What follows belongs to an exercise in optimizing a design on an open flow for small area; a production flow would make more cautious choices.
Only simulation tests tie the RTL to the original design; equivalence was not proved.
The flow treats the clock pin as an ideal source, which a real chip does not have.
Power figures rest on the tool's default switching activity, not on a simulated workload.

// can_top
module can_top
( 
    wb_rst_i,
    wb_dat_i,
    wb_dat_o,
    wb_cyc_i,
    wb_stb_i,
    wb_we_i,
    wb_adr_i,
    wb_ack_o,
  clk_i,
  rx_i,
  tx_o,
  bus_off_on,
  irq_on,
  clkout_o
);
Size in the first run: ~4500 cells after synthesis, ~1400 flip-flops, about 35 I/O pins, about 65000 um2 of cells after synthesis.
clock: 10.0 ns
lec_check: 0
cap_margin: 20
core_margin: 2
core_utilization: 60
place_density: 0.75
slew_margin: 20
standard.sh (not shown) runs the stock make flow with config.mk's settings and CLKGATE_MAP_FILE= SYNTH_SCRIPT=/design/flow/synth_recipe.tcl, a recipe that flattens the netlist after the stock synthesis.
==> flow/flow/run.sh <==
#!/bin/bash
# Own layout flow: the standard flow (standard.sh, unchanged synthesis), with
# clock tree synthesis run without dummy loads and with clkbuf_4 sink clusters, and
# the smallest buffer (buf_1) as the port buffer on every input and output, and ORFS's
# power recovery (downsizing gates off the critical path) after global routing.
set -euo pipefail
WORK=$(pwd)
export CTS_ARGS="-sink_clustering_enable -repair_clock_nets -dont_use_dummy_load -buf_list sky130_fd_sc_hd__clkbuf_4 -sink_clustering_size 9 -sink_clustering_max_diameter 40"
export BUFFER_PORTS_ARGS="-buffer_cell sky130_fd_sc_hd__buf_1"
export RECOVER_POWER=100
bash standard.sh > "$WORK/standard_flow.log" 2>&1
test -f "$WORK/out/final.def"
The starting point produced a layout that fails on capacitance limit, slew limit.
Then changed:
--- a/flow/flow/run.sh
+++ b/flow/flow/run.sh
@@ -3,4 +3,3 @@
 # clock tree synthesis run without dummy loads and with clkbuf_4 sink clusters, and
-# the smallest buffer (buf_1) as the port buffer on every input and output, and ORFS's
-# power recovery (downsizing gates off the critical path) after global routing.
+# the smallest buffer (buf_1) as the port buffer on every input and output.
 set -euo pipefail
@@ -9,3 +8,2 @@
 export BUFFER_PORTS_ARGS="-buffer_cell sky130_fd_sc_hd__buf_1"
-export RECOVER_POWER=100
 bash standard.sh > "$WORK/standard_flow.log" 2>&1
With this change the flow went through all stages and came out clean.
Synthesized cell count does not change.
Clock power is about the same.
Cell count hardly moves.


Setup of JK:
Another version of the RTL of can_top (not shown whole).
Size: roughly 4900 cells after synthesis, roughly 1500 flip-flops, about 35 I/O pins.
export LEC_CHECK = 0
export CAP_MARGIN = 20
export CORE_MARGIN = 2
export CORE_UTILIZATION = 40
export PLACE_DENSITY = 0.6
export SLEW_MARGIN = 20
create_clock -name core_clock -period 10.0 [get_ports {clk_i}]
run.sh (not shown) runs the stock make flow with config.mk's settings and CLKGATE_MAP_FILE= SYNTH_SCRIPT=/design/flow/synth_recipe.tcl, a recipe that flattens the netlist after the stock synthesis.
Stock flow here: none of the scripts above is used.
#### Input delta (MS over JK)
==> flow/flow/run.sh (new file) <==
#!/bin/bash
# Own layout flow: the standard flow, with clock tree synthesis run without
# dummy loads and with larger sink clusters, and a power-recovery resizing pass
# (downsizing gates off the critical path) after CTS.
set -euo pipefail
WORK=$(pwd)
export CTS_ARGS="-sink_clustering_enable -repair_clock_nets -dont_use_dummy_load -buf_list sky130_fd_sc_hd__clkbuf_16 -sink_clustering_size 22 -sink_clustering_max_diameter 120"
export POST_CTS_TCL="$WORK/flow/post_cts.tcl"
bash standard.sh > "$WORK/standard_flow.log" 2>&1
test -f "$WORK/out/final.def"
==> flow/flow/post_cts.tcl (new file) <==
# Downsize gates that have timing slack, then re-legalize the placement.
puts "post_cts: area before recover_power [rsz::design_area]"
repair_timing -recover_power 100
detailed_placement
check_placement -verbose
puts "post_cts: area after recover_power [rsz::design_area]"
==> flow/standard.sh (new file) <==
#!/bin/bash
# synth_recipe.tcl (not shown) runs the flow's synth.tcl, then flattens the netlist and writes it again
# the make line also repeats each setting of config.mk as NAME=value (left out here)
make -C /OpenROAD-flow-scripts/flow DESIGN_CONFIG=/design/flow/config.mk WORK_HOME=/design/flow/orfs CLKGATE_MAP_FILE= SYNTH_SCRIPT=/design/flow/synth_recipe.tcl "${@:-finish}"
removed: flow/run.sh
Notes after the runs:
- The final layout from MS, which completed every stage, passed the timing, DRC and antenna checks at the end of the flow.
- MS vs. JK: utilization went down by 1.9 points.
- JK → MS: remaining global-route overflow ~0 delta, met3 track utilization from global routing moved down, fraction of final layout cells with drive strength greater than 1 shrank by 2.9 points, count of antenna diodes in the layout picked up an extra 5, count of clock-buffer cells in the layout decreased 138.
- Summary — number of non-clock buffers, MS relative to JK: higher, by 22.
- Changes observed in MS relative to JK: global-route total usage across every layer went down 0.40 points; cell area shows a reduction of 3200 sq um.
- Setup slack: MS less than JK

-- separate check: timing with driven ports --
The flow's constraints put no driver on any port. The routed layouts listed below were extracted and timed again, unchanged, in two steps. Step 1 sets driving cells, clkbuf_16 on the clock port and buf_2 on the other inputs (assumed; they add their load-dependent delay and slew). Step 2 times the ports against the registers' clock, not the clock port: input delays grow and output delays shrink by t, the midpoint of the rising clock arrivals with the driver on. a / b / c = no drivers / after step 1 / after step 2; a / b = the first two.
run	shift t [ns]	setup WS [ns]	worst register clock-pin slew, ns	worst slew at a driven data input, ns
the first run of note 1	1.178	2.638 / 2.638 / 2.561	0.11 / 0.11	0.20
the second run of note 1	1.175	4.201 / 4.201 / 3.589	0.11 / 0.11	0.20
JK	0.884	4.060 / 4.031 / 3.147	0.07 / 0.07	0.18
MS	0.764	3.811 / 3.836 / 3.072	0.10 / 0.10	0.16
The setup slack of JK, which loses most, moves by -0.029 ns with the drivers and by -0.913 ns with both steps. The worst setup slack also covers recovery checks on asynchronous resets.
